Context: an optimization exercise on an open-source flow, tuned for small area and a short achievable clock period. The choices shown serve that exercise and are no tape-out recipe. Where RTL was checked, it was by simulation tests only, not by an equivalence proof against the original. No functional check of the RTL was part of runs 1 to 4. Power and IR drop assume default switching activity. No driver is modelled on the clock port, so clocking that relies on it looks cheaper here than on a real chip.

$ cat design/flow/flow/run.sh
#!/bin/bash
# The standard layout (standard.sh), with plain buffers on the ports instead of
# the delay cells buffer_ports picks by default, and no dummy clock loads in CTS.
set -euo pipefail
export BUFFER_PORTS_ARGS="-buffer_cell sky130_fd_sc_hd__buf_2"
export CTS_ARGS="-sink_clustering_enable -repair_clock_nets -sink_clustering_size 30 -sink_clustering_max_diameter 100 -dont_use_dummy_load"
bash standard.sh > standard.log 2>&1
$ cat design/flow/config.mk
export PLATFORM = sky130hd
export DESIGN_NAME = bist
export DESIGN_NICKNAME = bist
export VERILOG_FILES = /design/flow/design.v
export SDC_FILE = /design/flow/constraint.sdc
export NUM_CORES = 4
export LEC_CHECK = 0
export CAP_MARGIN = 20
export CORE_MARGIN = 2
export CORE_UTILIZATION = 60
export PLACE_DENSITY = 0.7
export SETUP_SLACK_MARGIN = 3.0
export SLEW_MARGIN = 20
export SYNTH_HIERARCHICAL = 1
export TNS_END_PERCENT = 10
$ cat design/flow/constraint.sdc
create_clock -name core_clock -period 5.5 [get_ports {clk}]
set_input_delay 1.1000 -clock core_clock [delete_from_list [all_inputs] [get_ports {clk}]]
set_output_delay 1.1000 -clock core_clock [all_outputs]
set_load 0.01 [all_outputs]
$ cat design/flow/standard.sh
#!/bin/bash
# synth_recipe.tcl (not shown) runs the flow's synth.tcl, then flattens the netlist and writes it again
# the make line also repeats each setting of config.mk as NAME=value (left out here)
make -C /OpenROAD-flow-scripts/flow DESIGN_CONFIG=/design/flow/config.mk WORK_HOME=/design/flow/orfs CLKGATE_MAP_FILE= SYNTH_SCRIPT=/design/flow/synth_recipe.tcl "${@:-finish}"
$ cat design/flow/design.v
module mux2i_gate (
    input  logic s,
    input  logic a0,
    input  logic a1,
    output logic y
);
    assign y = ~(s ? a1 : a0);
endmodule
module predecoder (
    input  logic       ntest,
    input  logic [5:0] k,          
    input  logic [5:0] address,
    input  logic       en,
    output logic [7:0] lo_n,       
    output logic [7:0] hi_n        
);
    logic [5:0] a, a_n;
    for (genvar i = 0; i < 6; i++) begin : g_a
        mux2i_gate m (.s(ntest), .a0(k[i]), .a1(address[i]), .y(a_n[i]));
        inv_gate   n (.a(a_n[i]), .y(a[i]));
    end
    for (genvar i = 0; i < 8; i++) begin : g_l
        nand3_gate l (
            .a(i[0] ? a[0] : a_n[0]),
            .b(i[1] ? a[1] : a_n[1]),
            .c(i[2] ? a[2] : a_n[2]),
            .y(lo_n[i])
        );
        nand4_gate h (
            .a(en),
            .b(i[0] ? a[3] : a_n[3]),
            .c(i[1] ? a[4] : a_n[4]),
            .d(i[2] ? a[5] : a_n[5]),
            .y(hi_n[i])
        );
    end
endmodule
module rdwr (
    input  logic test,
    input  logic k6,
    input  logic csin,
    input  logic rwbarin,
    output logic rd,
    output logic wr,
    output logic wr_n,     
    output logic idle_n    
);
    assign rd   = test ? k6 : (csin & rwbarin);
    assign wr_n   = test ? k6 : ~(csin & ~rwbarin);
    assign wr   = test ? ~k6 : (csin & ~rwbarin);
    assign idle_n = test | csin;
endmodule
module pattern (
    input  logic [2:0] k,
    output logic [7:0] pat
);
    always_comb begin
        case (k)
            3'd0: pat = 8'hAA;
            3'd1: pat = 8'h55;
            3'd2: pat = 8'hF0;
            3'd3: pat = 8'h0F;
            3'd4: pat = 8'h00;
            3'd5: pat = 8'hFF;
            3'd6: pat = 8'hCC;
            default: pat = 8'h33;
        endcase
    end
endmodule
module dinmux (
    input  logic       ntest,
    input  logic [7:0] pat,
    input  logic [7:0] datain,
    output logic [7:0] din_n
);
    for (genvar b = 0; b < 8; b++) begin : g_b
        mux2i_gate m (.s(ntest), .a0(pat[b]), .a1(datain[b]), .y(din_n[b]));
    end
endmodule
module decoder (
    input  logic        test,
    input  logic        ntest,     
    input  logic [6:0]  k,         
    input  logic        csin,
    input  logic        rwbarin,
    input  logic [5:0]  address,
    output logic        wr_n,      
    output logic        idle_n,    
    output logic [63:0] rsel_n,    
    output logic [63:0] we         
);
    logic       rd, wr;
    logic [7:0] lor_n, low_n, hir_n, hiw_n, lor, hir;
    rdwr rw (.test(test), .k6(k[6]), .csin(csin), .rwbarin(rwbarin),
             .rd(rd), .wr(wr), .wr_n(wr_n), .idle_n(idle_n));
    predecoder pr (.ntest(ntest), .k(k[5:0]), .address(address), .en(rd),
                   .lo_n(lor_n), .hi_n(hir_n));
    predecoder pw (.ntest(ntest), .k(k[5:0]), .address(address), .en(wr),
                   .lo_n(low_n), .hi_n(hiw_n));
    for (genvar i = 0; i < 8; i++) begin : g_i
        inv_gate u_l (.a(lor_n[i]), .y(lor[i]));
        inv_gate u_h (.a(hir_n[i]), .y(hir[i]));
    end
    for (genvar w = 0; w < 64; w++) begin : g_w
        nand2_gate u_r (.a(hir[w / 8]), .b(lor[w % 8]), .y(rsel_n[w]));
        nor2_gate u_w (.a(hiw_n[w / 8]), .b(low_n[w % 8]), .y(we[w]));
    end
endmodule
module nand4_gate (
    input  logic a, b, c, d,
    output logic y
);
    assign y = ~(a & b & c & d);
endmodule
module nand3_gate (
    input  logic a, b, c,
    output logic y
);
    assign y = ~(a & b & c);
endmodule
module nand2_gate (
    input  logic a, b,
    output logic y
);
    assign y = ~(a & b);
endmodule
module nor2_gate (
    input  logic a,
    input  logic b,
    output logic y
);
    assign y = ~(a | b);
endmodule
module oai22_gate (
    input  logic a1, a2, b1, b2,
    output logic y
);
    assign y = ~((a1 | a2) & (b1 | b2));
endmodule
module inv_gate (
    input  logic a,
    output logic y
);
    assign y = ~a;
endmodule
module multiplexer (
    input  logic [63:0] d_n,       
    input  logic [63:0] rsel_n,
    input  logic        din_n,     
    input  logic        wr_n,
    input  logic        q_n,       
    input  logic        idle_n,
    output logic        out
);
    logic [65:0] s_n, v_n;
    assign s_n = {idle_n, wr_n, rsel_n};
    assign v_n = {q_n, din_n, d_n};
    logic [32:0] t;      
    for (genvar i = 0; i < 33; i++) begin : g_t
        oai22_gate u (
            .a1(s_n[2*i]),   .a2(v_n[2*i]),
            .b1(s_n[2*i+1]), .b2(v_n[2*i+1]),
            .y(t[i])
        );
    end
    logic [16:0] x_n;    
    for (genvar i = 0; i < 16; i++) begin : g_x
        nor2_gate g (.a(t[2*i]), .b(t[2*i+1]), .y(x_n[i]));
    end
    inv_gate g_x16 (.a(t[32]), .y(x_n[16]));
    logic [4:0] u;       
    for (genvar i = 0; i < 3; i++) begin : g_u
        nand4_gate g (.a(x_n[4*i]), .b(x_n[4*i+1]), .c(x_n[4*i+2]), .d(x_n[4*i+3]), .y(u[i]));
    end
    nand3_gate g_u3 (.a(x_n[12]), .b(x_n[13]), .c(x_n[14]), .y(u[3]));
    nand2_gate g_u4 (.a(x_n[15]), .b(x_n[16]), .y(u[4]));
    logic [2:0] y_n;     
    nor2_gate g_y0 (.a(u[0]), .b(u[1]), .y(y_n[0]));
    nor2_gate g_y1 (.a(u[2]), .b(u[3]), .y(y_n[1]));
    inv_gate  g_y2 (.a(u[4]), .y(y_n[2]));
    nand3_gate g_out (.a(y_n[0]), .b(y_n[1]), .c(y_n[2]), .y(out));
endmodule
module dout_gate (
    input  logic t,
    input  logic n,
    input  logic csin,
    input  logic rwbarin,
    output logic y
);
    assign y = t | (n & csin & rwbarin);
endmodule
module bist #(
    parameter size   = 6,
    parameter length = 8
) (
    input  logic             clk,
    input  logic             rst,
    input  logic             start,
    input  logic             csin,
    input  logic             rwbarin,
    input  logic             opr,
    input  logic [size-1:0]  address,
    input  logic [length-1:0] datain,
    output logic [length-1:0] dataout,
    output logic              fail
);
    logic       test, ntest, test_nx;
    logic [9:0] k;
    always_comb begin
        if (rst)
            test_nx = 1'b0;
        else if (!test)
            test_nx = start;
        else
            test_nx = ~&k;
    end
    always_ff @(posedge clk) begin
        test  <= test_nx;
        ntest <= ~test_nx;
        k <= test ? k + 10'd1 : 10'd0;
    end
    logic [7:0] pat;
    pattern pgen (.k(k[9:7]), .pat(pat));
    logic        wr_n, idle_n;
    logic [63:0] rsel_n, we;
    logic [7:0]  din_n;
    decoder dec (
        .test    (test),
        .ntest   (ntest),
        .k       (k[6:0]),
        .csin    (csin),
        .rwbarin (rwbarin),
        .address (address),
        .wr_n    (wr_n),
        .idle_n  (idle_n),
        .rsel_n  (rsel_n),
        .we      (we)
    );
    dinmux dmux (.ntest(ntest), .pat(pat), .datain(datain), .din_n(din_n));
    logic [7:0] mem_n [0:63];
    always_ff @(posedge clk)
        for (int w = 0; w < 64; w++)
            if (we[w])
                mem_n[w] <= din_n;
    logic [7:0] rdata, rdata_n, rdata_nx;
    assign rdata_n = ~rdata;
    for (genvar b = 0; b < 8; b++) begin : g_rd
        logic [63:0] col_n;
        for (genvar w = 0; w < 64; w++) begin : g_w
            assign col_n[w] = mem_n[w][b];
        end
        multiplexer mux (
            .d_n      (col_n),
            .rsel_n   (rsel_n),
            .din_n    (din_n[b]),
            .wr_n     (wr_n),
            .q_n      (rdata_n[b]),
            .idle_n   (idle_n),
            .out      (rdata_nx[b])
        );
    end
    always_ff @(posedge clk)
        rdata <= rdata_nx;
    logic [7:0] rdata_t, rdata_i;
    assign rdata_t = rdata & {8{test & k[6]}};
    assign rdata_i = rdata & {8{~test}};
    for (genvar b = 0; b < 8; b++) begin : g_out
        dout_gate u (.t(rdata_t[b]), .n(rdata_i[b]), .csin(csin), .rwbarin(rwbarin),
                     .y(dataout[b]));
    end
    always_ff @(posedge clk)
        fail <= test && k[6] && opr && (rdata != pat);
endmodule
==> results of run 1 <==
layout make-up:
cell class | count | share of cell area
Sequential cell | 533 | 0.6664
Multi-Input combinational cell | 728 | 0.2325
Timing Repair Buffer | 105 | 0.04431
Tap cell | 442 | 0.02331
Clock buffer | 21 | 0.02215
Inverter | 57 | 0.01129
Antenna cell | 1 | 0.0001055
per-stage QoR:
step                      area, um^2  hold WS (ps)  cells  worst slack [ps]
after floorplan                20020         461.1   1319              2866
after global placement         20800         493.1   1795              1476
final                          23720         563.0   1887              2767
after detailed placement       20860         491.0   1797              1515
after CTS                      22090         527.9   1849              2785
after global routing           23720         585.6   1886              2763
layout by cell type (no fill, tap or decap), drive strengths merged, types with 2 or more instances in the layout:
master	instances
edfxtp	512
o22ai	265
nor2	232
buf	103
nand2	77
inv	44
nand4	43
nand3	36
clkbuf	23
mux2i	23
dfxtp	21
clkinvlp	13
xor2	12
a31o	8
xnor2	6
a21oi	4
o21ai	4
nand2b	3
nor4	2
o31ai	2
or3	2
or4	2
cells by family (layout without fill, tap and decap cells):
group,after synthesis,in the layout,synth area share
DFF,533,533,0.7928
buffers and inverters,60,183,0.01168
and+or+nand+nor,401,401,0.08560
AOI/OAI and AO/OA,285,285,0.09043
other,0,1,0
adders and majority gates,1,1,0.0006279
muxes,21,23,0.01055
xor gates and xnor gates,18,18,0.008290
modules after synthesis (local to each module, per instance), a selection:
module      area [um^2]  flip-flops and latches
inv_gate          3.754                       0
mux2i_gate        10.01                       0
pattern           103.8                       0
nand2_gate        3.754                       0
nor2_gate         3.754                       0
bist              16220                     533
dout_gate         8.758                       0
nand4_gate        6.256                       0
rdwr              51.30                       0
oai22_gate        6.256                       0
nand3_gate        5.005                       0
worst max-delay path, cell delays in order:
cell and delay (ps):
buf_2 140, mux2i_2 210, inv_1 380, nand3_2 560
nor2_2 550
final timing paths:
kind,depth (start not counted),start,endpoint
worst max-delay path,5,address[1],mem_n[7][3]
worst min-delay path,2,k[6],fail
worst min register to register,2,k[6],fail
worst max register to register,5,ntest,mem_n[63][2]
state kept, by name, indices dropped and copies added (netlist names):
name   flops
k         10
test       1
mem_n    512
fail       1
rdata      8
ntest      1
metal layers:
layer  wire, um  vias to the layer above  track usage
met4       2584                        0       0.1159
li1           -                     5433            -
met1      20030                     6079       0.4089
met3       5212                      142      0.04225
met2      25030                      762       0.4749
met5          0                        -            0
report_power, final:
group	leakage (nW)	internal [mW]	total, mW	switching [mW]
sequential	4.78	4.50	4.52	0.0255
combinational	2.25	0.148	0.503	0.355
clock	0.259	0.690	1.76	1.07
timing repair:
item	CTS	global route
setup buffers	29	36
cloned	2	1
setup endpoints to repair	668	574
pin swaps	8	90
resized for setup	126	244
==> flow_summary.toml, run 1 <==
[clocking]
insertion_delay_ps = 560
cts-root-buf = "clkbuf_16"
cts.sinks = 533
holdBufCountCts = 0
clk_pin_slew_ps = 110
cts_tree = "done"
cts_made_buffers = 21
clk_path_buf_depth = 3
htreeDepth = 1

[yosys]
synth_most_common_cell = "edfxtp_1"
synth_seq_cells = 533
synthTopCellsByCount = "512 x edfxtp_1, 265 x o22ai_1, 232 x nor2_1"
yosys.cell_types.count = 32
synth-async-reset-ratio = 0
synth_area_um2 = 19920
synth_area_per_cell_um2 = 15.10
synth_cells = 1319
syn_nets = 1340
yosys_warnings = 9
yosysTopAreaCellShare = 0.7717
synth_edf_count = 512
netlist_top_cells_area = "edfxtp_1 77%, o22ai_1 8.3%, nor2_1 4.4%"
synth-seq-area-share = 0.7928
yosys_most_used_dff = "edfxtp_1"
synth.largest_area_cell = "edfxtp_1"

[finish]
final_nets = 1467
register_area_um2 = 15810
drive_gt1_frac = 0.2659
multi_input_area_um2 = 5514
fin_util = 0.7272
area_delta_synth_final_pct = 19.06
fillCellCount = 1965

[sta]
rsz0062_at_grt = "yes"
finalSetupViolCount = 0
fin_crit_sh = 0.4970
slew-limit-headroom = 0.3407
worst_slew_pin_slew_ps = 969.8
setup-tns-final_ps = 0
maxSlewViolCount = 0
fmax_mhz = 365.8
finalHoldViolations = 0
finClkSkew_ps = 29.50
period_needed_ps = 2733

[pwr]
leakage_nw = 7.292
ir_drop_mv = 0.2939
p_total_mw = 6.788
power.density_nw_per_um2 = 286.2

[global_routing]
grt.overflow.total = 0
grt_pass1_wl_um = 72290
grt_pass1_vias = 11450
grt_max_degree = 66
track_usage = 0.2933
antenna_found_initial = 1

[worst_setup_path]
crit_fanout = 8
end_kind = "flip-flop"
critPathRequiredTime_ps = 5710
worstSetupStartpointType = "input port"
cp.arrival_ps = 2950
worst-setup-path-type = "input port to flip-flop"
ff2ff_setup_slack_ps = 2790

[status]
status = "timing/DRC/antenna clean"

[drt]
avgViaCountPerCell = 6.580
wire_per_inst_um = 28.01
drc = 0
first_iter_violations = 1670
num_vias = 12420
first_pass_iters = 5
drtAntennaViolNets = 0
wirelength_um = 52860

[placed_design]
dp_hpwl_um = 30040
place.gp.congestion = 0.9221
io_buffer_count = 28

[die]
die_h_um = 186.2
io_pins = 29
core_area_um2 = 32620
die_w_um = 186.2
design.die.area_um2 = 34680
initial_core_util = 0.6108
num_rows = 66

[worst_hold_path]
hold_path.class = "flip-flop to flip-flop"

[flow_run]
timing.max_cap.violations = 0
==> run 2, diff against run 1 <==
--- a/design/flow/config.mk
+++ b/design/flow/config.mk
@@ -9,4 +9,4 @@
 export CORE_MARGIN = 2
-export CORE_UTILIZATION = 60
-export PLACE_DENSITY = 0.7
+export CORE_UTILIZATION = 55
+export PLACE_DENSITY = 0.62
 export SETUP_SLACK_MARGIN = 3.0
==> run 2 against run 1 <==
  * Worst hold slack worse by 12 ps
  * Via count up 0.63%
  * Largest power group unchanged
  * Flip-flop and latch count unchanged
  * Critical path depth down 2
  * Utilization down 8.8 points
  * Setup slack worse by 11 ps
  * Die area up 8.9%
  * Final area down 3.9%
==> flow_summary.toml, run 2 <==
[clocking]
insertion_delay_ps = 570
cts_made_buffers = 21
htreeDepth = 1
clk_path_buf_depth = 3
clk_pin_slew_ps = 110
cts_tree = "done"
cts-root-buf = "clkbuf_16"
cts.sinks = 533

[finish]
mostFrequentLayoutCells = "512 x edfxtp_1, 260 x o22ai_1, 157 x nor2_1, 59 x nor2_2, 52 x buf_4"
fillCellCount = 2551
layout_commonest_cell = "edfxtp_1"
reg_top3 = "mem_n: 512 flops, k: 10 flops, rdata: 8 flops"
fin_util = 0.6393
drive_gt1_frac = 0.2144
area_delta_synth_final_pct = 14.41
final_nets = 1455
largest-register = "mem_n"
largest_reg_flops = 512
instances_no_fill = 1895

[global_routing]
antenna_found_initial = 3
grt_max_degree = 66
grt_pass1_vias = 11380
grt_pass1_wl_um = 74760
track_usage = 0.2708
grt.overflow.total = 0

[placed_design]
io_buffer_count = 28
place.gp.congestion = 0.9542
dp_cells = 1817
dp_hpwl_um = 32380
place_ws_ps = 1942

[worst_setup_path]
crit_fanout = 11
worstSetupStartpointType = "input port"
slowest_delay_ps = 240
cp_top_family = "buffers and inverters"
slowest_stage = "a31o_1"
critPathBufInv = 2
end_kind = "primary output"
crit_chain = "clkbuf_4 > a31o_1 > buf_2"
worst-setup-path-type = "input port to primary output"
path_depth = 3
ff2ff_setup_slack_ps = 2790
rr_worst_depth = 4
critPathRequiredTime_ps = 4400
cp.arrival_ps = 1640

[die]
num_rows = 69
initial_core_util = 0.5588
core_area_um2 = 35660
io_pins = 29
design.die.area_um2 = 37760
die_w_um = 194.3
die_h_um = 194.3

[drt]
first_iter_violations = 1836
wirelength_um = 53220
drc = 0
avgViaCountPerCell = 6.593
first_pass_iters = 18
drtAntennaViolNets = 0
wire_per_inst_um = 28.08
num_vias = 12490

[yosys]
synth.largest_area_cell = "edfxtp_1"
yosysTopAreaCellShare = 0.7717
yosys_warnings = 9
synth_area_per_cell_um2 = 15.10
synthTopCellsByCount = "512 x edfxtp_1, 265 x o22ai_1, 232 x nor2_1"
synth-seq-area-share = 0.7928
synth_seq_cells = 533
synth_cells = 1319
synth_edf_count = 512
netlist_top_cells_area = "edfxtp_1 77%, o22ai_1 8.3%, nor2_1 4.4%"
synth_most_common_cell = "edfxtp_1"
yosys_most_used_dff = "edfxtp_1"
syn_nets = 1340
synth_area_um2 = 19920
yosys.cell_types.count = 32
synth-async-reset-ratio = 0

[sta]
maxSlewViolCount = 0
finalHoldViolations = 0
slew-limit-headroom = 0.3373
fin_ws_ps = 2756
fin_crit_sh = 0.4990
period_needed_ps = 2745
worst_slew_pin_slew_ps = 974.8
finClkSkew_ps = 50.42
setup-tns-final_ps = 0
timing.hold.ws_ps = 551.1
fmax_mhz = 364.4
finalSetupViolCount = 0
rsz0062_at_grt = "yes"

[worst_hold_path]
hold_path_depth = 2
hold_path.class = "flip-flop to flip-flop"

[status]
status = "timing/DRC/antenna clean"

[pwr]
power.density_nw_per_um2 = 297.0
leakage_nw = 7.120
ir_drop_mv = 0.2612

[flow_run]
timing.max_cap.violations = 0
run 2: logic make-up (layout without fill, tap and decap cells):
kind of cell | Yosys count | in the layout | share of synthesized area
buffers and inverters | 60 | 171 | 0.01168
multiplexers | 21 | 23 | 0.01055
other | 0 | 2 | 0
adder cells (fa/ha/maj) | 1 | 1 | 0.0006279
AO/OA/AOI/OAI | 285 | 285 | 0.09043
XOR/XNOR | 18 | 18 | 0.008290
flip-flops | 533 | 533 | 0.7928
AND/OR/NAND/NOR | 401 | 401 | 0.08560
run 2: worst paths after layout:
| check | start | end |
|---|---|---|
| worst min register to register | k[6] | fail |
| worst max register to register | k[2] | mem_n[14][5] |
| worst max-delay path | rwbarin | dataout[3] |
| worst min-delay path | k[6] | fail |
run 2: modules after synthesis (local to each module, per instance), a selection:
module | area (um^2) | cells
mux2i_gate | 10.01 | 1
nand4_gate | 6.256 | 1
dout_gate | 8.758 | 1
pattern | 103.8 | 13
bist | 16220 | 610
nand2_gate | 3.754 | 1
nor2_gate | 3.754 | 1
nand3_gate | 5.005 | 1
rdwr | 51.30 | 8
run 2: through the flow:
step,instance area [um^2],total power [mW]
2_1_floorplan,20020,4.770
3_3_place_gp,20810,4.944
3_5_place_dp,20810,4.946
4_1_cts,21610,6.705
5_1_grt,22790,6.948
6_report,22790,6.770
run 2: metal layers:
metal	part of all wire	vias to the layer above	GRT usage
li1	-	5400	-
met4	0.038	0	0.08775
met1	0.41	6223	0.3971
met2	0.46	746	0.4233
met3	0.096	125	0.04147
met5	0	-	0
run 2: layout make-up:
class	instances	area (um^2)	area share
timing repair buffer	93	778.2	0.03414
tap	461	576.8	0.02530
sequential	533	15810	0.6934
inverter	57	285.3	0.01252
antenna	2	5.005	0.0002196
multi-input combinational	728	4818	0.2114
clock buffer	21	525.5	0.02305
run 2: where the power goes:
part / switching [mW] / total (mW) / internal (mW)
Sequential: 0.0274 / 4.52 / 4.50
Combinational: 0.319 / 0.438 / 0.119
Clock: 1.12 / 1.81 / 0.691
run 2: worst min-delay path: stages, from the launching register on:
cell	delay, ps
dfxtp_2	400
nand3_1	80
a21oi_1	40
run 2: repair_timing:
item,in CTS,in global routing
pin swaps,1,30
hold buffers,0,0
gates resized for setup,43,210
cloned,0,2
buffers inserted,11,42
endpoints found under the setup margin,665,719
==> run 3, diff against run 2 <==
--- a/design/flow/config.mk
+++ b/design/flow/config.mk
@@ -7,8 +7,8 @@
 export LEC_CHECK = 0
-export CAP_MARGIN = 20
+export CAP_MARGIN = 0
 export CORE_MARGIN = 2
-export CORE_UTILIZATION = 55
-export PLACE_DENSITY = 0.62
+export CORE_UTILIZATION = 50
+export PLACE_DENSITY = 0.65
 export SETUP_SLACK_MARGIN = 3.0
-export SLEW_MARGIN = 20
+export SLEW_MARGIN = 0
 export SYNTH_HIERARCHICAL = 1
==> run 3 against run 2 <==
  * Non-clock buffer count rose by 5
  * Critical endpoint is now dataout[6]
  * Highest routed layer unchanged
  * Final cell count rose by 3.6%
  * Setup slack improved by 2.2 ps
==> flow_summary.toml, run 3 <==
[drt]
wl_met1_um = 20340
drtAntennaViolNets = 0
first_iter_violations = 1624
first_pass_iters = 5
wire_per_inst_um = 25.96
avgViaCountPerCell = 6.175
dr_wl_met3_um = 5244
highest_layer = "met4"
wl_met2_um = 23120
drc = 0
num_vias = 12120
wirelength_um = 50960

[global_routing]
grt_max_degree = 66
track_usage = 0.2398
grt_pass1_vias = 11350
grt.overflow.total = 0
grt_pass1_wl_um = 71840
antenna_found_initial = 3

[worst_setup_path]
worstSetupStartpointType = "input port"
end_kind = "primary output"
timing.rr.end = "mem_n[7][6]"
cp.arrival_ps = 1640
critPathRequiredTime_ps = 4400
crit_fanout = 11
worst-setup-path-type = "input port to primary output"
rr_worst_depth = 4
worstReg2RegStart = "k[2]"
ff2ff_setup_slack_ps = 2830

[die]
io_pins = 29
die_w_um = 203.6
initial_core_util = 0.5037
die_h_um = 203.6
num_rows = 73
design.die.area_um2 = 41460
core_area_um2 = 39550

[finish]
area_delta_synth_final_pct = 14.09
final_nets = 1459
reg_top3 = "mem_n: 512 flops, k: 10 flops, rdata: 8 flops"
largest-register = "mem_n"
fillCellCount = 3022
layout_commonest_cell = "edfxtp_1"
drive_gt1_frac = 0.2152
mostFrequentLayoutCells = "512 x edfxtp_1, 261 x o22ai_1, 159 x nor2_1, 71 x nor2_2, 57 x buf_4"
fin_util = 0.5747
largest_reg_flops = 512

[yosys]
yosysTopAreaCellShare = 0.7717
netlist_top_cells_area = "edfxtp_1 77%, o22ai_1 8.3%, nor2_1 4.4%"
synth_seq_cells = 533
yosys.cell_types.count = 32
synth-async-reset-ratio = 0
syn_nets = 1340
synthTopCellsByCount = "512 x edfxtp_1, 265 x o22ai_1, 232 x nor2_1"
synth_edf_count = 512
synth_most_common_cell = "edfxtp_1"
synth-seq-area-share = 0.7928
yosys_most_used_dff = "edfxtp_1"
synth_cells = 1319
synth_area_um2 = 19920
synth.largest_area_cell = "edfxtp_1"
synth_area_per_cell_um2 = 15.10
yosys_warnings = 9

[sta]
slew-limit-headroom = 0.2754
fmax_mhz = 364.7
worst_slew_pin_slew_ps = 1064
period_needed_ps = 2742
maxSlewViolCount = 0
finalSetupViolCount = 0
finalHoldViolations = 0
rsz0062_at_grt = "yes"
setup-tns-final_ps = 0
fin_crit_sh = 0.4986
finClkSkew_ps = 30.27

[clocking]
clk_path_buf_depth = 3
htreeDepth = 1
cts.sinks = 533
clk_pin_slew_ps = 120
cts_tree = "done"
holdBufCountCts = 0
cts-root-buf = "clkbuf_16"
cts_made_buffers = 21
insertion_delay_ps = 560

[worst_hold_path]
hold_path_depth = 2
hold_path.class = "flip-flop to flip-flop"
hold_path.startpoint = "k[6]"
min_to = "fail"

[placed_design]
place.gp.congestion = 0.8976
io_buffer_count = 28
dp_hpwl_um = 30520

[status]
status = "timing/DRC/antenna clean"

[flow_run]
timing.max_cap.violations = 0

[pwr]
p_total_mw = 6.741
ir_drop_mv = 0.2323
power.density_nw_per_um2 = 296.6
leakage_nw = 7.175
==> run 3: cell counts after synthesis <==
No cell type changed its count.
==> run 3: worst max-delay path: stages <==
cell,delay (ps)
clkbuf_4,170
a31o_1,240
buf_2,140
==> run 3: how the worst max path moves through the flow <==
| stage | start | to | cells after the start |
|---|---|---|---|
| 6_report | rwbarin | dataout[6] | 3 |
| 2_1_floorplan | csin | mem_n[0][0] | 4 |
| 3_5_place_dp | csin | mem_n[52][6] | 5 |
| 4_1_cts | csin | mem_n[6][6] | 5 |
| 5_1_grt | test | dataout[1] | 4 |
| 3_3_place_gp | csin | mem_n[54][5] | 5 |
==> run 3: stage by stage <==
step / instances / hold WS (ps) / area [um^2] / setup slack, ps
6_report: 1963 / 571.5 / 22730 / 2758
4_1_cts: 1922 / 537.3 / 21910 / 2646
3_5_place_dp: 1879 / 512.8 / 20880 / 1496
3_3_place_gp: 1879 / 497.0 / 20880 / 1403
5_1_grt: 1963 / 566.2 / 22730 / 2715
2_1_floorplan: 1319 / 461.1 / 20020 / 2866
==> run 3: timing repair <==
action / 4_1_cts / 5_1_grt
endpoints found under the hold margin: 0 / 0
pin swaps: 4 / 22
endpoints found under the setup margin: 600 / 588
resized for setup: 91 / 129
gates cloned: 0 / 1
setup buffers: 22 / 38
==> run 3: final cells by class <==
class / instances / area, um^2 / area share
timing repair buffer: 98 / 819.5 / 0.03605
multi-input combinational: 727 / 4658 / 0.2049
sequential: 533 / 15800 / 0.6953
clock buffer: 21 / 525.5 / 0.02312
antenna: 2 / 5.005 / 0.0002202
inverter: 57 / 261.5 / 0.01150
tap: 525 / 656.9 / 0.02890
==> run 3: power breakdown <==
group	switching [mW]	leakage [nW]	internal, mW
clock network	1.09	0.259	0.691
registers	0.0251	4.78	4.50
logic	0.315	2.14	0.122
==> run 3: routing by layer <==
metal / vias to the layer above / track usage
met5: - / 0
met4: 0 / 0.09541
met3: 124 / 0.03611
met2: 690 / 0.3692
met1: 5885 / 0.3473
li1: 5423 / -
==> run 3: Yosys stat by module (local to each module, per instance), a selection <==
module / copies in the design / cells inside
dout_gate: 8 / 1
pattern: 1 / 13
nor2_gate: 208 / 1
nand4_gate: 40 / 1
nand2_gate: 72 / 1
rdwr: 1 / 8
nand3_gate: 32 / 1
oai22_gate: 264 / 1
inv_gate: 44 / 1
==> run 3: cell families after synthesis <==
group,Yosys count,synth area share
AOI/OAI and AO/OA,285,0.09043
xor gates and xnor gates,18,0.008290
adders and majority gates,1,0.0006279
buffers and inverters,60,0.01168
DFF,533,0.7928
muxes,21,0.01055
and+or+nand+nor,401,0.08560
==> run 4, diff against run 3 <==
--- a/design/flow/design.v
+++ b/design/flow/design.v
@@ -89,6 +89,7 @@
     output logic [63:0] rsel_n,    
-    output logic [63:0] we         
+    output logic [63:0] we,        
+    output logic [63:0] we_n       
 );
     logic       rd, wr;
-    logic [7:0] lor_n, low_n, hir_n, hiw_n, lor, hir;
+    logic [7:0] lor_n, low_n, hir_n, hiw_n, lor, hir, low, hiw;
     rdwr rw (.test(test), .k6(k[6]), .csin(csin), .rwbarin(rwbarin),
@@ -102,2 +103,4 @@
         inv_gate u_h (.a(hir_n[i]), .y(hir[i]));
+        inv_gate v_l (.a(low_n[i]), .y(low[i]));
+        inv_gate v_h (.a(hiw_n[i]), .y(hiw[i]));
     end
@@ -106,2 +109,3 @@
         nor2_gate u_w (.a(hiw_n[w / 8]), .b(low_n[w % 8]), .y(we[w]));
+        nand2_gate v_w (.a(hiw[w / 8]), .b(low[w % 8]), .y(we_n[w]));
     end
@@ -132,2 +136,8 @@
     assign y = ~(a | b);
+endmodule
+module ao22_gate (
+    input  logic a1, a2, b1, b2,
+    output logic y
+);
+    assign y = (a1 & a2) | (b1 & b2);
 endmodule
@@ -224,3 +234,3 @@
     logic        wr_n, idle_n;
-    logic [63:0] rsel_n, we;
+    logic [63:0] rsel_n, we, we_n;
     logic [7:0]  din_n;
@@ -236,3 +246,4 @@
         .rsel_n  (rsel_n),
-        .we      (we)
+        .we      (we),
+        .we_n    (we_n)
     );
@@ -240,6 +251,12 @@
     logic [7:0] mem_n [0:63];
+    logic [7:0] mem_n_nx [0:63];
+    for (genvar w = 0; w < 64; w++) begin : g_m
+        for (genvar b = 0; b < 8; b++) begin : g_b
+            ao22_gate u (.a1(mem_n[w][b]), .a2(we_n[w]), .b1(din_n[b]), .b2(we[w]),
+                         .y(mem_n_nx[w][b]));
+        end
+    end
     always_ff @(posedge clk)
         for (int w = 0; w < 64; w++)
-            if (we[w])
-                mem_n[w] <= din_n;
+            mem_n[w] <= mem_n_nx[w];
     logic [7:0] rdata, rdata_n, rdata_nx;
--- a/design/flow/config.mk
+++ b/design/flow/config.mk
@@ -7,3 +7,3 @@
 export LEC_CHECK = 0
-export CAP_MARGIN = 0
+export CAP_MARGIN = 20
 export CORE_MARGIN = 2
@@ -12,3 +12,3 @@
 export SETUP_SLACK_MARGIN = 3.0
-export SLEW_MARGIN = 0
+export SLEW_MARGIN = 20
 export SYNTH_HIERARCHICAL = 1
==> run 4 against run 3 <==
  * Sequential share of layout area is 23 points lower
  * Synthesized area decreased by 1.7%
  * Via count is 44% higher
  * Sequential power grew about 10%
  * Flip-flop and latch count is the same
  * Clock power increased by 5%
  * Register-to-register slack about the same
  * Critical path type is now flip-flop to primary output
  * Critical endpoint unchanged
  * Largest cell class unchanged
==> flow_summary.toml, run 4 <==
[worst_hold_path]
hold_path.class = "flip-flop to flip-flop"
hold_path.startpoint = "mem_n[23][4]"

[worst_setup_path]
crit_chain = "inv_1 > nor2_1 > a31o_1 > buf_2"
worstSetupStartpointType = "flip-flop"
cp_top_family = "flip-flops"
critPathBufInv = 2
cp.arrival_ps = 1590
end_kind = "primary output"
slowest_delay_ps = 480
critPathLaunch = "rdata[6]"
crit_fanout = 3
worst-setup-path-type = "flip-flop to primary output"
critPathRequiredTime_ps = 4400
slowest_stage = "dfxtp_2"
worstReg2RegStart = "ntest"

[yosys]
syn_nets = 1932
synth_seq_cells = 533
yosys.cell_types.count = 32
netlist_top_cells_area = "dfxtp_1 54%, a22o_1 23%, o22ai_1 8.5%"
synth_most_common_cell = "dfxtp_1"
yosysTopAreaCellShare = 0.5449
synth_edf_count = 0
synth.largest_area_cell = "dfxtp_1"
synth_cells = 1911
yosys_most_used_dff = "dfxtp_1"
synth-async-reset-ratio = 0
yosys_warnings = 11
synth-seq-area-share = 0.5449
synth_area_um2 = 19580
synthTopCellsByCount = "533 x dfxtp_1, 512 x a22o_1, 265 x o22ai_1"
synth_area_per_cell_um2 = 10.25

[finish]
fin_area_um2 = 22870
largest-register = "mem_n"
fin_util = 0.5917
mostFrequentLayoutCells = "520 x dfxtp_1, 512 x a22o_1, 247 x o22ai_1, 199 x nor2_1, 85 x nand2_1"
layout_commonest_cell = "dfxtp_1"
largest_reg_flops = 512
drive_gt1_frac = 0.1521
final_nets = 2061
reg_top3 = "mem_n: 512 flops, k: 10 flops, rdata: 8 flops"
area_delta_synth_final_pct = 16.78
fillCellCount = 3266

[drt]
drtAntennaViolNets = 0
first_iter_violations = 2065
num_vias = 17510
wirelength_um = 70970
drc = 0
wire_per_inst_um = 27.76
first_pass_iters = 6
avgViaCountPerCell = 6.847

[global_routing]
track_usage = 0.3289
grt_pass1_wl_um = 103000
grt_pass1_vias = 16220
grt_max_degree = 56
grt.overflow.total = 0
antenna_found_initial = 1

[sta]
finalSetupViolCount = 0
setup-tns-final_ps = 0
rsz0062_at_grt = "yes"
fin_crit_sh = 0.4883
maxSlewViolCount = 0
slew-limit-headroom = 0.2299
finClkSkew_ps = 51.28
worst_slew_pin_slew_ps = 1133
period_needed_ps = 2686
fmax_mhz = 372.4
finalHoldViolations = 0

[die]
die_w_um = 201.9
design.die.area_um2 = 40760
initial_core_util = 0.5067
io_pins = 29
num_rows = 72
core_area_um2 = 38650
die_h_um = 201.9

[clocking]
htreeDepth = 1
cts_tree = "done"
insertion_delay_ps = 590
cts-root-buf = "clkbuf_16"
cts_made_buffers = 21
clk_pin_slew_ps = 120
clk_path_buf_depth = 3
cts.sinks = 533

[pwr]
p_total_mw = 8.051
leakage_nw = 9.028
ir_drop_mv = 0.2465
power.density_nw_per_um2 = 352.1

[placed_design]
dp_hpwl_um = 45910
io_buffer_count = 28
place.gp.congestion = 1.000
place_area_um2 = 20650

[status]
status = "timing/DRC/antenna clean"

[flow_run]
timing.max_cap.violations = 0
run 4: cell count changes after synthesis, sizes merged:
cell | previous run | this run
a22o | 0 | 512
nand2 | 77 | 141
inv | 57 | 73
edfxtp | 512 | 0
dfxtp | 21 | 533
run 4: power breakdown:
group          total (mW)  internal, mW  leakage [nW]  switching (mW)
clock network        1.87         0.694         0.259            1.18
registers            4.97          4.51          4.38           0.461
logic                1.21         0.670          4.39           0.538
run 4: path summary, 6_finish.rpt:
kind / depth (start not counted) / slack, ps / to
max: 4 / 2810 / dataout[6]
min: 1 / 490 / mem_n[23][4]
max reg2reg: 13 / 2830 / rdata[2]
min reg2reg: 1 / 490 / mem_n[23][4]
run 4: repair_timing:
item	4_1_cts	5_1_grt
hold buffers	0	0
resized for setup	38	222
setup buffers	23	34
gates cloned	3	1
setup endpoints to repair	519	528
pin swaps	5	48
run 4: final cells by class:
class / count / area, um^2 / share of cell area
well taps: 518 / 648.1 / 0.02834
flip-flops and latches: 533 / 10690 / 0.4676
multi-input cells: 1305 / 9663 / 0.4226
inverters: 73 / 344.1 / 0.01505
diodes: 1 / 2.502 / 0.0001094
repair buffers: 106 / 991.0 / 0.04333
clock buffers: 21 / 525.5 / 0.02298
run 4: cells by family after synthesis:
logic type,share of synthesized area
AOI/OAI and AO/OA,0.3210
xor gates and xnor gates,0.008434
adders and majority gates,0.0006388
buffers and inverters,0.01495
DFF,0.5449
muxes,0.01073
and+or+nand+nor,0.09935
run 4: worst register-to-register path: cells and delay by family, from the launching register on:
family | cells | cell delay (ps)
compound gates | 1 | 70
flops | 1 | 420
simple gates | 6 | 1020
mux | 1 | 380
buf+inv | 5 | 710
run 4: Yosys stat by module (local to each module, per instance), excerpt:
module      area (um^2)  flops+latches  cells inside
nand2_gate        3.754              0             1
nor2_gate         3.754              0             1
pattern           103.8              0            13
mux2i_gate        10.01              0             1
nand4_gate        6.256              0             1
bist              11090            533           610
dout_gate         8.758              0             1
oai22_gate        6.256              0             1
nand3_gate        5.005              0             1
run 4: per-layer routing:
metal	GRT usage	share of wire
met4	0.1541	0.056
met2	0.4935	0.43
met3	0.06143	0.090
met5	0	0
met1	0.4584	0.43
run 4: metrics by stage:
step / worst slack, ps / hold slack [ps] / instances
after floorplan: 2959 / 456.0 / 1911
after global placement: 1674 / 466.0 / 2473
after detailed placement: 1660 / 470.8 / 2474
after CTS: 2755 / 497.3 / 2521
after global routing: 2764 / 507.5 / 2556
final: 2814 / 492.0 / 2557
==> run 5, diff against run 4 <==
--- a/design/flow/design.v
+++ b/design/flow/design.v
@@ -9,3 +9,3 @@
 module predecoder (
-    input  logic       ntest,
+    input  logic       test,
     input  logic [5:0] k,          
@@ -18,3 +18,3 @@
     for (genvar i = 0; i < 6; i++) begin : g_a
-        mux2i_gate m (.s(ntest), .a0(k[i]), .a1(address[i]), .y(a_n[i]));
+        mux2i_gate m (.s(test), .a0(address[i]), .a1(k[i]), .y(a_n[i]));
         inv_gate   n (.a(a_n[i]), .y(a[i]));
@@ -70,3 +70,3 @@
 module dinmux (
-    input  logic       ntest,
+    input  logic       test,
     input  logic [7:0] pat,
@@ -76,3 +76,3 @@
     for (genvar b = 0; b < 8; b++) begin : g_b
-        mux2i_gate m (.s(ntest), .a0(pat[b]), .a1(datain[b]), .y(din_n[b]));
+        mux2i_gate m (.s(test), .a0(datain[b]), .a1(pat[b]), .y(din_n[b]));
     end
@@ -81,3 +81,2 @@
     input  logic        test,
-    input  logic        ntest,     
     input  logic [6:0]  k,         
@@ -96,5 +95,5 @@
              .rd(rd), .wr(wr), .wr_n(wr_n), .idle_n(idle_n));
-    predecoder pr (.ntest(ntest), .k(k[5:0]), .address(address), .en(rd),
+    predecoder pr (.test(test), .k(k[5:0]), .address(address), .en(rd),
                    .lo_n(lor_n), .hi_n(hir_n));
-    predecoder pw (.ntest(ntest), .k(k[5:0]), .address(address), .en(wr),
+    predecoder pw (.test(test), .k(k[5:0]), .address(address), .en(wr),
                    .lo_n(low_n), .hi_n(hiw_n));
@@ -216,15 +215,11 @@
 );
-    logic       test, ntest, test_nx;
+    logic       test;
     logic [9:0] k;
-    always_comb begin
+    always_ff @(posedge clk) begin
         if (rst)
-            test_nx = 1'b0;
+            test <= 1'b0;
         else if (!test)
-            test_nx = start;
-        else
-            test_nx = ~&k;
-    end
-    always_ff @(posedge clk) begin
-        test  <= test_nx;
-        ntest <= ~test_nx;
+            test <= start;
+        else if (&k)
+            test <= 1'b0;
         k <= test ? k + 10'd1 : 10'd0;
@@ -238,3 +233,2 @@
         .test    (test),
-        .ntest   (ntest),
         .k       (k[6:0]),
@@ -249,3 +243,3 @@
     );
-    dinmux dmux (.ntest(ntest), .pat(pat), .datain(datain), .din_n(din_n));
+    dinmux dmux (.test(test), .pat(pat), .datain(datain), .din_n(din_n));
     logic [7:0] mem_n [0:63];
--- a/design/flow/config.mk
+++ b/design/flow/config.mk
@@ -14,2 +14,2 @@
 export SYNTH_HIERARCHICAL = 1
-export TNS_END_PERCENT = 10
+export TNS_END_PERCENT = 0
==> run 5 against run 4 <==
  * Still clean
  * Clock-buffer cell count unchanged
  * Setup slack worse by 120 ps
  * Synthesized cell count down 0.10%
  * Critical path depth up 6
  * Wire length down 8.2%
  * Sequential power about the same
==> flow_summary.toml, run 5 <==
[die]
initial_core_util = 0.5059
design.die.area_um2 = 40700
die_w_um = 201.7
core_area_um2 = 38650
num_rows = 72
io_pins = 29
die_h_um = 201.7

[finish]
area_delta_synth_final_pct = 11.44
drive_gt1_frac = 0.09271
fin_util = 0.5638
largest-register = "mem_n"
largest_reg_flops = 512
final_nets = 2040
diodes = 0
instances_no_fill = 2535
layout_commonest_cell = "dfxtp_1"
reg_top3 = "mem_n: 512 flops, k: 10 flops, rdata: 8 flops"
mostFrequentLayoutCells = "529 x dfxtp_1, 512 x a22o_1, 264 x o22ai_1, 223 x nor2_1, 111 x nand2_1"

[drt]
drc = 0
wire_per_inst_um = 25.70
first_iter_violations = 1783
num_vias = 16790
drtAntennaViolNets = 0
wirelength_um = 65160
first_pass_iters = 5
avgViaCountPerCell = 6.621

[yosys]
yosys.cell_types.count = 31
yosysTopAreaCellShare = 0.5447
synth_edf_count = 0
synth_cells = 1909
synth-async-reset-ratio = 0
yosys_most_used_dff = "dfxtp_1"
yosys_warnings = 11
synth-seq-area-share = 0.5447
synthTopCellsByCount = "532 x dfxtp_1, 512 x a22o_1, 265 x o22ai_1"
synth_seq_cells = 532
synth.largest_area_cell = "dfxtp_1"
synth_area_um2 = 19550
synth_most_common_cell = "dfxtp_1"
netlist_top_cells_area = "dfxtp_1 54%, a22o_1 23%, o22ai_1 8.5%"
synth_area_per_cell_um2 = 10.24
syn_nets = 1930

[clocking]
clk_pin_slew_ps = 110
holdBufCountCts = 0
htreeDepth = 1
cts_made_buffers = 21
cts_tree = "done"
clk_path_buf_depth = 3
cts-root-buf = "clkbuf_16"
insertion_delay_ps = 570
cts.sinks = 532

[sta]
finalSetupViolCount = 0
worst_slew_pin_slew_ps = 1073
setup-tns-final_ps = 0
rsz0062_at_grt = "yes"
finClkSkew_ps = 23.36
finalHoldViolations = 0
fin_crit_sh = 0.5105
slew-limit-headroom = 0.2845
maxSlewViolCount = 0
period_needed_ps = 2808
fmax_mhz = 356.2

[worst_setup_path]
end_kind = "flip-flop"
worstSetupStartpointType = "input port"
crit_fanout = 8
worst-setup-path-type = "input port to flip-flop"
critPathRequiredTime_ps = 5950
cp.arrival_ps = 3260

[global_routing]
groute.layer.met1.usage = 0.4252
grt-busiest-layer = "met2"
grt.overflow.total = 0
met3_usage = 0.06139
grt_pass1_wl_um = 96380
track_usage = 0.3087
grt_pass1_vias = 15600
grt_use_met2 = 0.4618
antenna_found_initial = 0
grt_max_degree = 66

[pwr]
leakage_nw = 8.493
ir_drop_mv = 0.2402
power.density_nw_per_um2 = 366.5

[placed_design]
dp_hpwl_um = 41520
place.gp.congestion = 0.9216
io_buffer_count = 28
dp_cells = 2475

[flow_run]
timing.max_cap.violations = 0

[status]
status = "timing/DRC/antenna clean"

[worst_hold_path]
hold_path.class = "flip-flop to flip-flop"
## run 5: layout make-up
class,count,area [um^2]
Fill cell,3341,16860
Sequential cell,532,10660
Multi-Input combinational cell,1301,8921
Timing Repair Buffer,90,714.4
Tap cell,518,648.1
Clock buffer,21,525.5
Inverter,73,322.8
## run 5: critical path, stage by stage
cell,delay [ps]
buf_2,170
mux2i_4,110
nand3_1,180
clkinvlp_4,420
nand2_1,410
o22ai_1,170
nor2_1,240
nand4_1,230
nor2_1,140
nand3_1,70
## run 5: worst paths after layout
kind	endpoint	start	cells past startpoint	slack [ps]
setup / recovery	rdata[6]	address[0]	10	2690
hold / removal	mem_n[32][3]	mem_n[32][3]	1	500
setup reg to reg	rdata[6]	test	10	2750
hold reg to reg	mem_n[32][3]	mem_n[32][3]	1	500
## run 5: through the flow
| step | hold WS (ps) | worst slack [ps] | instance area (um^2) | power (mW) |
|---|---|---|---|---|
| final | 495.9 | 2692 | 21790 | 7.985 |
| after global routing | 506.7 | 2701 | 21790 | 8.276 |
| after CTS | 495.0 | 2563 | 21430 | 7.936 |
| after detailed placement | 470.7 | 1576 | 20600 | 6.123 |
| after global placement | 466.5 | 1706 | 20600 | 6.077 |
| after floorplan | 456.0 | 2916 | 19660 | 5.731 |
## run 5: kinds of logic after synthesis
logic type	share of synthesized area
buf+inv	0.01498
simple gates	0.09983
fa+ha+maj	0.0006399
xor+xnor	0.008448
mux	0.01075
compound gates	0.3206
flops	0.5447
## run 5: report_power, final
group | internal [mW] | total, mW | switching, mW | leakage [nW]
logic | 0.672 | 1.19 | 0.521 | 3.87
registers | 4.54 | 4.94 | 0.401 | 4.37
clock network | 0.694 | 1.85 | 1.16 | 0.259
## run 5: metal layers
metal	share of wire	vias to the layer above
met5	0	-
met4	0.053	0
met3	0.087	171
met2	0.43	812
met1	0.43	8103
li1	-	7699
## run 5: repair_timing
item / CTS / global route
cloned: 0 / 0
pin swaps: 4 / 6
setup buffers: 23 / 16
endpoints found under the setup margin: 528 / 528
resized for setup: 29 / 49
## run 5: modules after synthesis (local to each module, per instance), excerpt
module,times used,area (um^2),cells inside
inv_gate,60,3.754,1
dout_gate,8,8.758,1
pattern,1,103.8,13
nand2_gate,136,3.754,1
nand4_gate,40,6.256,1
mux2i_gate,20,10.01,1
bist,1,11060,608
nor2_gate,208,3.754,1
rdwr,1,51.30,8
==> run 6, diff against run 5 <==
--- a/design/flow/config.mk
+++ b/design/flow/config.mk
@@ -11,5 +11,5 @@
 export PLACE_DENSITY = 0.65
-export SETUP_SLACK_MARGIN = 3.0
+export SETUP_SLACK_MARGIN = 2.95
 export SLEW_MARGIN = 20
 export SYNTH_HIERARCHICAL = 1
-export TNS_END_PERCENT = 0
+export TNS_END_PERCENT = 5
==> run 6 against run 5 <==
  * Critical endpoint is now dataout[6]
  * Final area up 4.5%
  * Flip-flop and latch count unchanged
  * Highest routed layer unchanged
  * Total power up 1.6%
  * Synthesized area unchanged
  * Clock power about the same
  * Global-route usage up 1.9 points
  * Worst hold slack worse by 5.9 ps
  * Clock-buffer cell count unchanged
  * Sequential power up 1%
  * Utilization up 2.5 points
  * Critical path type is now flip-flop to primary output
  * Synthesized cell count unchanged
==> flow_summary.toml, run 6 <==
[clocking]
cts_made_buffers = 21
clk_pin_slew_ps = 120
cts-root-buf = "clkbuf_16"
cts_tree = "done"
insertion_delay_ps = 570
clk_path_buf_depth = 3
cts.sinks = 532
htreeDepth = 1

[drt]
num_vias = 17550
drtAntennaViolNets = 0
drc = 0
wire_per_inst_um = 27.17
first_pass_iters = 8
first_iter_violations = 1931
avgViaCountPerCell = 6.863
wirelength_um = 69470

[die]
design.die.area_um2 = 40700
die_w_um = 201.7
die_h_um = 201.7
core_area_um2 = 38650
initial_core_util = 0.5059
io_pins = 29
num_rows = 72

[yosys]
synth_edf_count = 0
syn_nets = 1930
yosysTopAreaCellShare = 0.5447
synth_seq_cells = 532
yosys_most_used_dff = "dfxtp_1"
synth-async-reset-ratio = 0
synthTopCellsByCount = "532 x dfxtp_1, 512 x a22o_1, 265 x o22ai_1"
yosys.cell_types.count = 31
synth-seq-area-share = 0.5447
synth_area_um2 = 19550
yosys_warnings = 11
netlist_top_cells_area = "dfxtp_1 54%, a22o_1 23%, o22ai_1 8.5%"
synth_most_common_cell = "dfxtp_1"
synth_area_per_cell_um2 = 10.24
synth_cells = 1909
synth.largest_area_cell = "dfxtp_1"

[global_routing]
antenna_found_initial = 0
grt_pass1_wl_um = 102700
grt_max_degree = 66
grt_pass1_vias = 16570
grt.overflow.total = 0
track_usage = 0.3277

[finish]
drive_gt1_frac = 0.1437
largest_reg_flops = 512
diodes = 0
reg_top3 = "mem_n: 512 flops, k: 10 flops, rdata: 8 flops"
fillCellCount = 3250
fin_util = 0.5889
instances_no_fill = 2557
final_nets = 2062
mostFrequentLayoutCells = "527 x dfxtp_1, 512 x a22o_1, 253 x o22ai_1, 204 x nor2_1, 82 x nand2_1"
area_delta_synth_final_pct = 16.41
layout_commonest_cell = "dfxtp_1"
largest-register = "mem_n"

[worst_setup_path]
ff2ff_setup_slack_ps = 2760
worstSetupStartpointType = "flip-flop"
end_kind = "primary output"
worst-setup-path-type = "flip-flop to primary output"
critPathLaunch = "test"
crit_fanout = 9
worstReg2RegStart = "test"
critPathRequiredTime_ps = 4400
rr_worst_depth = 8
cp.arrival_ps = 1660
timing.rr.end = "mem_n[2][3]"

[status]
status = "timing/DRC/antenna clean"

[sta]
finalSetupViolCount = 0
period_needed_ps = 2761
maxSlewViolCount = 0
worst_slew_pin_slew_ps = 1146
fmax_mhz = 362.2
setup-tns-final_ps = 0
finClkSkew_ps = 31.84
rsz0062_at_grt = "yes"
finalHoldViolations = 0
slew-limit-headroom = 0.2210
fin_crit_sh = 0.5020

[placed_design]
dp_cells = 2467
dp_hpwl_um = 43720
place.gp.congestion = 0.9749
io_buffer_count = 28

[pwr]
p_total_mw = 8.110
ir_drop_mv = 0.2568
power.density_nw_per_um2 = 356.4
leakage_nw = 9.051

[worst_hold_path]
hold_path_depth = 1
min_to = "mem_n[3][0]"
hold_path.class = "flip-flop to flip-flop"
hold_path.startpoint = "mem_n[3][0]"

[flow_run]
timing.max_cap.violations = 0
## run 6: changes by cell type in the layout (fill, tap and decap cells not counted), sizes merged
| cell | delta |
|---|---|
| inv | -7 |
| clkbuf | +1 |
| buf | +19 |
| clkinvlp | +7 |
| mux2i | +1 |
| bufbuf | +1 |
## run 6: Yosys stat by module (local to each module, per instance), excerpt
| module | flops+latches | times used | area (um^2) |
|---|---|---|---|
| pattern | 0 | 1 | 103.8 |
| nand2_gate | 0 | 136 | 3.754 |
| mux2i_gate | 0 | 20 | 10.01 |
| oai22_gate | 0 | 264 | 6.256 |
| rdwr | 0 | 1 | 51.30 |
| dout_gate | 0 | 8 | 8.758 |
| nor2_gate | 0 | 208 | 3.754 |
| inv_gate | 0 | 60 | 3.754 |
| nand3_gate | 0 | 32 | 5.005 |
## run 6: timing repair
item | CTS | global route
setup endpoints to repair | 528 | 518
gates cloned | 2 | 1
pin swaps | 9 | 32
buffers inserted | 36 | 30
gates resized for setup | 78 | 158
hold buffers | 0 | 0
## run 6: cell type report
class	instances	area, um^2	area share
Multi-Input combinational cell	1302	9489	0.4169
Tap cell	518	648.1	0.02848
Sequential cell	532	10660	0.4683
Timing Repair Buffer	111	1089	0.04783
Clock buffer	21	525.5	0.02309
Inverter	73	349.1	0.01534
## run 6: cell families (layout without fill, tap and decap cells)
family | Yosys count | after routing | synth area share
xor+xnor | 18 | 18 | 0.008448
compound gates | 795 | 795 | 0.3206
simple gates | 466 | 466 | 0.09983
buf+inv | 76 | 205 | 0.01498
flops | 532 | 532 | 0.5447
fa+ha+maj | 1 | 1 | 0.0006399
mux | 21 | 22 | 0.01075
## run 6: worst max-delay path by stage
stage / slack, ps / endpoint / cells past startpoint
2_1_floorplan: 2920 / rdata[0] / 6
3_3_place_gp: 1570 / mem_n[36][2] / 6
3_5_place_dp: 1550 / mem_n[36][0] / 6
4_1_cts: 2770 / dataout[2] / 5
5_1_grt: 2680 / dataout[6] / 5
6_report: 2740 / dataout[6] / 5
## run 6: power breakdown
| part | total [mW] | switching (mW) | leakage (nW) | internal, mW |
|---|---|---|---|---|
| registers | 5.01 | 0.465 | 4.37 | 4.54 |
| logic | 1.26 | 0.549 | 4.42 | 0.707 |
| clock network | 1.85 | 1.16 | 0.259 | 0.693 |
| total | 8.11 | 2.17 | 9.05 | 5.94 |
## run 6: per-stage QoR
step | worst slack [ps] | area, um^2 | hold WS (ps)
finish | 2739 | 22760 | 490.0
global route | 2684 | 22760 | 501.7
CTS | 2772 | 21760 | 493.7
detailed placement | 1545 | 20540 | 470.5
global placement | 1575 | 20540 | 465.6
floorplan | 2922 | 19660 | 456.0
## run 6: worst max-delay path, stage by stage (launching register included)
cell and delay (ps):
dfxtp_4 490, buf_12 170, nand2_8 80, nor2_2 120
a31o_1 110, buf_2 130
## run 6: per-layer routing
metal,wire (um),vias to the layer above,GRT usage
li1,-,7730,-
met4,3613,0,0.1489
met5,0,-,0
met2,30020,1046,0.4969
met3,7745,217,0.07110
met1,28090,8555,0.4480
==> run 7, diff against run 6 <==
--- a/design/flow/config.mk
+++ b/design/flow/config.mk
@@ -11,5 +11,5 @@
 export PLACE_DENSITY = 0.65
-export SETUP_SLACK_MARGIN = 2.95
+export SETUP_SLACK_MARGIN = 2.9
 export SLEW_MARGIN = 20
 export SYNTH_HIERARCHICAL = 1
-export TNS_END_PERCENT = 5
+export TNS_END_PERCENT = 10
==> run 7 against run 6 <==
  * Global-route usage shrank 1.7 points
  * Setup slack got worse by 37 ps
  * Critical endpoint is now rdata[3]
  * Final area shrank 3.8%
  * Register-to-register slack worse by 60 ps
  * Still clean
  * Utilization down 2.2 points
  * Largest power group unchanged
  * Sequential share of layout area rose by 1.8 points
  * Largest cell class unchanged
  * Critical path depth rose by 7
  * Worst hold slack better by 4.0 ps
  * Sequential power down 1%
  * Synthesized area unchanged
==> flow_summary.toml, run 7 <==
[status]
status = "timing/DRC/antenna clean"

[drt]
avgViaCountPerCell = 6.692
wirelength_um = 65460
first_pass_iters = 5
drc = 0
num_vias = 17000
wire_per_inst_um = 25.76
first_iter_violations = 1991
drtAntennaViolNets = 0

[die]
die_h_um = 201.7
core_area_um2 = 38650
design.die.area_um2 = 40700
num_rows = 72
io_pins = 29
initial_core_util = 0.5059
die_w_um = 201.7

[clocking]
cts.sinks = 532
cts_made_buffers = 21
htreeDepth = 1
holdBufCountCts = 0
clk_pin_slew_ps = 110
cts-root-buf = "clkbuf_16"
insertion_delay_ps = 590
cts_tree = "done"
clk_path_buf_depth = 3

[yosys]
syn_nets = 1930
yosysTopAreaCellShare = 0.5447
synth-seq-area-share = 0.5447
yosys.cell_types.count = 31
synth.largest_area_cell = "dfxtp_1"
netlist_top_cells_area = "dfxtp_1 54%, a22o_1 23%, o22ai_1 8.5%"
synthTopCellsByCount = "532 x dfxtp_1, 512 x a22o_1, 265 x o22ai_1"
synth_cells = 1909
synth_most_common_cell = "dfxtp_1"
synth_area_per_cell_um2 = 10.24
synth_seq_cells = 532
yosys_warnings = 11
synth_area_um2 = 19550
yosys_most_used_dff = "dfxtp_1"
synth_edf_count = 0
synth-async-reset-ratio = 0

[finish]
reg_top3 = "mem_n: 512 flops, k: 10 flops, rdata: 8 flops"
fin_area_um2 = 21900
mostFrequentLayoutCells = "529 x dfxtp_1, 512 x a22o_1, 264 x o22ai_1, 222 x nor2_1, 100 x nand2_1"
diodes = 0
fillCellCount = 3403
instances_no_fill = 2541
final_nets = 2046
area_delta_synth_final_pct = 12.03
largest-register = "mem_n"
layout_commonest_cell = "dfxtp_1"
largest_reg_flops = 512
drive_gt1_frac = 0.1043

[worst_setup_path]
slowest_delay_ps = 410
worst-setup-path-type = "flip-flop to flip-flop"
critPathBufInv = 4
cp_top_family = "simple AND/OR/NAND/NOR gates"
end_kind = "flip-flop"
critPathRequiredTime_ps = 5940
slowest_stage = "dfxtp_4"
ff2ff_setup_slack_ps = 2700
crit_chain = "buf_4 > mux2i_4 > inv_1 > nand3_1 > clkinvlp_4 > buf_4 > nand2_2 > o22ai_1 > nor2_1 > nand4_1 > nor2_1 > nand3_1"
worstSetupStartpointType = "flip-flop"
crit_fanout = 8
cp.arrival_ps = 3240

[placed_design]
dp_cells = 2474
io_buffer_count = 28
place.gp.congestion = 0.9413
dp_hpwl_um = 41500
place_area_um2 = 20590

[pwr]
power.density_nw_per_um2 = 365.2
p_total_mw = 7.999
ir_drop_mv = 0.2833
leakage_nw = 8.536

[sta]
fmax_mhz = 357.3
slew-limit-headroom = 0.3030
finalSetupViolCount = 0
period_needed_ps = 2799
finalHoldViolations = 0
maxSlewViolCount = 0
rsz0062_at_grt = "yes"
fin_crit_sh = 0.5088
worst_slew_pin_slew_ps = 1046
setup-tns-final_ps = 0
finClkSkew_ps = 44.31

[global_routing]
antenna_found_initial = 0
met3_usage = 0.05070
grt_pass1_vias = 16010
track_usage = 0.3107
grt.overflow.total = 0
grt_use_met2 = 0.4676
grt-busiest-layer = "met2"
grt_pass1_wl_um = 98120
groute.layer.met1.usage = 0.4434
grt_max_degree = 66

[flow_run]
timing.max_cap.violations = 0

[worst_hold_path]
hold_path.class = "flip-flop to flip-flop"
-- run 7: cell counts after synthesis --
Identical to the previous run, type by type.
-- run 7: routing by layer --
layer	wire, um	vias to the layer above
met3	6422	161
li1	-	7690
met1	28170	8241
met2	28040	912
met4	2825	0
met5	0	-
-- run 7: path summary, 6_finish.rpt --
check	start	endpoint	cells past startpoint
min	mem_n[9][7]	mem_n[9][7]	1
max reg2reg	test	rdata[3]	12
min reg2reg	mem_n[9][7]	mem_n[9][7]	1
max	test	rdata[3]	12
-- run 7: per-stage QoR --
stage / hold WS, ps / setup slack [ps] / util
3_3_place_gp: 466.2 / 1738 / 0.5327
4_1_cts: 497.1 / 2679 / 0.5643
2_1_floorplan: 456.0 / 2879 / -
3_5_place_dp: 470.5 / 1731 / 0.5327
6_report: 494.0 / 2701 / 0.5667
5_1_grt: 503.7 / 2625 / 0.5667
-- run 7: modules after synthesis, one instance, submodules excluded, a selection --
module	flip-flops and latches	area, um^2	copies in the design
bist	532	11060	1
pattern	0	103.8	1
rdwr	0	51.30	1
mux2i_gate	0	10.01	20
ao22_gate	0	8.758	512
oai22_gate	0	6.256	264
inv_gate	0	3.754	60
-- run 7: cell families after synthesis --
kind of cell | share of synthesized area
AOI/OAI and AO/OA | 0.3206
DFF | 0.5447
and+or+nand+nor | 0.09983
buffers and inverters | 0.01498
muxes | 0.01075
xor gates and xnor gates | 0.008448
adders and majority gates | 0.0006399
-- run 7: where the power goes --
| group | switching (mW) | internal [mW] |
|---|---|---|
| sequential | 0.400 | 4.54 |
| clock | 1.16 | 0.693 |
| combinational | 0.527 | 0.685 |
| total | 2.08 | 5.92 |
-- run 7: area by class of cell --
cell class,count,area [um^2],share of cell area
clock buffer,21,525.5,0.02399
inverter,73,329.1,0.01502
multi-input combinational,1301,8969,0.4095
sequential,532,10660,0.4865
tap,518,648.1,0.02959
timing repair buffer,96,774.5,0.03536
-- run 7: what timing repair did --
action / CTS / global route
gates resized for setup: 97 / 11
buffers inserted: 40 / 5
cloned: 1 / 0
endpoints found under the setup margin: 528 / 487
pin swaps: 7 / 2
-- run 7: worst reg2reg max path, stage by stage (launching register included) --
cell        delay, ps
dfxtp_4           410
buf_4             200
mux2i_4           330
inv_1             140
nand3_1           160
clkinvlp_4        250
buf_4             270
nand2_2           170
o22ai_1           110
nor2_1            170
nand4_1           260
nor2_1            160
nand3_1            70
==> run 8, diff against run 7 <==
--- a/design/flow/config.mk
+++ b/design/flow/config.mk
@@ -9,5 +9,5 @@
 export CORE_MARGIN = 2
-export CORE_UTILIZATION = 50
-export PLACE_DENSITY = 0.65
-export SETUP_SLACK_MARGIN = 2.9
+export CORE_UTILIZATION = 45
+export PLACE_DENSITY = 0.62
+export SETUP_SLACK_MARGIN = 3.0
 export SLEW_MARGIN = 20
==> run 8 against run 7 <==
  * Still clean on timing, DRC and antenna
  * Clock power is essentially flat
  * Via count increased by 0.22%
  * Die area up 11%
  * Clock-buffer cell count did not move
  * Final cell count increased by 2.4%
==> flow_summary.toml, run 8 <==
[status]
status = "timing/DRC/antenna clean"

[sta]
fin_ws_ps = 2712
maxSlewViolCount = 0
rsz0062_at_grt = "yes"
fmax_mhz = 358.6
worst_slew_pin_slew_ps = 1091
setup-tns-final_ps = 0
finalHoldViolations = 0
finClkSkew_ps = 34.11
finalSetupViolCount = 0
period_needed_ps = 2788
fin_crit_sh = 0.5070
slew-limit-headroom = 0.2729

[die]
design.die.area_um2 = 45130
io_pins = 29
die_w_um = 212.4
core_area_um2 = 42980
num_rows = 76
initial_core_util = 0.4549
die_h_um = 212.4

[clocking]
clk_path_buf_depth = 3
htreeDepth = 1
insertion_delay_ps = 580
cts_made_buffers = 21
clk_pin_slew_ps = 110
cts.sinks = 532
cts_tree = "done"
cts-root-buf = "clkbuf_16"
holdBufCountCts = 0

[global_routing]
grt_pass1_vias = 15890
grt_pass1_wl_um = 100500
antenna_found_initial = 2
grt_max_degree = 66
track_usage = 0.2925
grt.overflow.total = 0

[placed_design]
dp_hpwl_um = 43150
io_buffer_count = 28
place.gp.congestion = 0.9594
place_ws_ps = 1892
place_area_um2 = 20680

[drt]
avgViaCountPerCell = 6.552
first_iter_violations = 2492
drc = 0
wirelength_um = 67450
first_pass_iters = 6
num_vias = 17040
wire_per_inst_um = 25.93
drtAntennaViolNets = 0

[worst_hold_path]
hold_path.class = "flip-flop to flip-flop"
hold_path_depth = 1
min_to = "mem_n[40][1]"
hold_path.startpoint = "mem_n[40][1]"

[worst_setup_path]
worst-setup-path-type = "flip-flop to primary output"
crit_fanout = 3
worstReg2RegStart = "test"
timing.rr.end = "rdata[4]"
critPathRequiredTime_ps = 4400
end_kind = "primary output"
rr_worst_depth = 14
ff2ff_setup_slack_ps = 2720
cp.arrival_ps = 1690
worstSetupStartpointType = "flip-flop"

[yosys]
synth_edf_count = 0
synthTopCellsByCount = "532 x dfxtp_1, 512 x a22o_1, 265 x o22ai_1"
synth-seq-area-share = 0.5447
yosysTopAreaCellShare = 0.5447
synth_area_um2 = 19550
synth_most_common_cell = "dfxtp_1"
synth_seq_cells = 532
syn_nets = 1930
synth-async-reset-ratio = 0
netlist_top_cells_area = "dfxtp_1 54%, a22o_1 23%, o22ai_1 8.5%"
yosys_most_used_dff = "dfxtp_1"
synth.largest_area_cell = "dfxtp_1"
synth_area_per_cell_um2 = 10.24
yosys_warnings = 11
synth_cells = 1909
yosys.cell_types.count = 31

[finish]
largest-register = "mem_n"
reg_top3 = "mem_n: 512 flops, k: 10 flops, rdata: 8 flops"
area_delta_synth_final_pct = 12.27
final_nets = 2039
diodes = 0
mostFrequentLayoutCells = "528 x dfxtp_1, 512 x a22o_1, 264 x o22ai_1, 226 x nor2_1, 110 x nand2_1"
layout_commonest_cell = "dfxtp_1"
drive_gt1_frac = 0.09375
fin_area_um2 = 21950
fin_util = 0.5107
largest_reg_flops = 512

[pwr]
ir_drop_mv = 0.2225
p_switching_mw = 2.138
p_int_mw = 5.908
power.share.switching = 0.2657
leakage_nw = 8.652
p_seq_frac = 0.620
p_comb_frac = 0.149
power.density_nw_per_um2 = 366.6
clockPowerShare = 0.231

[flow_run]
timing.max_cap.violations = 0
[run 8: cell counts after synthesis]
No cell type changed its count.
[run 8: kinds of logic (layout without fill, tap and decap cells)]
logic type | after synthesis | count (layout) | synth area share
AO/OA/AOI/OAI | 795 | 795 | 0.3206
multiplexers | 21 | 21 | 0.01075
AND/OR/NAND/NOR | 466 | 467 | 0.09983
flip-flops | 532 | 532 | 0.5447
buffers and inverters | 76 | 182 | 0.01498
adder cells (fa/ha/maj) | 1 | 1 | 0.0006399
XOR/XNOR | 18 | 18 | 0.008448
[run 8: critical path, cell delays in order, from the launching register on]
cell	delay (ps)
dfxtp_1	530
inv_1	180
nor2_4	130
a31o_1	160
buf_2	130
[run 8: stage by stage]
step                      power (mW)  hold slack, ps  cells
after floorplan                5.731           456.0   1909
after global placement         6.133           466.1   2541
after detailed placement       6.152           470.5   2541
after CTS                      8.004           494.0   2598
after global routing           8.329           506.9   2601
final                          8.046           493.4   2601
[run 8: modules after synthesis, one instance, submodules excluded, excerpt]
module | cells | area (um^2)
mux2i_gate | 1 | 10.01
dout_gate | 1 | 8.758
inv_gate | 1 | 3.754
nor2_gate | 1 | 3.754
bist | 608 | 11060
nand2_gate | 1 | 3.754
nand4_gate | 1 | 6.256
rdwr | 8 | 51.30
ao22_gate | 1 | 8.758
pattern | 13 | 103.8
nand3_gate | 1 | 5.005
oai22_gate | 1 | 6.256
[run 8: what timing repair did]
action	4_1_cts	5_1_grt
pin swaps	8	2
cloned	1	0
setup buffers	35	3
gates resized for setup	86	10
setup endpoints to repair	528	528
[run 8: metal layers]
| metal | track usage | part of all wire | vias to the layer above |
|---|---|---|---|
| met5 | 0 | 0.00028 | - |
| met3 | 0.05805 | 0.11 | 153 |
| met2 | 0.4227 | 0.41 | 942 |
| li1 | - | - | 7693 |
| met1 | 0.4337 | 0.45 | 8250 |
| met4 | 0.09525 | 0.034 | 4 |
[run 8: worst max path at each step]
stage / startpoint / to / depth (start not counted)
finish: rdata[4] / dataout[4] / 4
global route: test / dataout[4] / 5
CTS: test / mem_n[3][0] / 6
detailed placement: csin / rdata[3] / 11
global placement: csin / rdata[5] / 11
floorplan: datain[0] / rdata[0] / 6
[run 8: power groups by stage]
| stage | logic [mW] | clock network (mW) | registers [mW] |
|---|---|---|---|
| after floorplan | 0.840 | 0 | 4.89 |
| after global placement | 1.07 | 0 | 5.07 |
| after detailed placement | 1.10 | 0 | 5.05 |
| after CTS | 1.16 | 1.87 | 4.97 |
| after global routing | 1.26 | 2.01 | 5.05 |
| final | 1.20 | 1.86 | 4.99 |
[run 8: final cells by class]
cell class / instances / area [um^2]
Clock buffer: 21 / 525.5
Multi-Input combinational cell: 1302 / 8989
Tap cell: 585 / 732.0
Inverter: 73 / 317.8
Timing Repair Buffer: 88 / 728.2
Fill cell: 3919 / 21030
Sequential cell: 532 / 10660

Re-timed with assumed drivers on the ports (clkbuf_16 on the clock, buf_2 on other inputs), run 8 has 2.654 ns of setup slack against 2.712 ns with ideal ports, and 2.112 ns once port delays also move by the mid clock arrival of 0.620 ns.
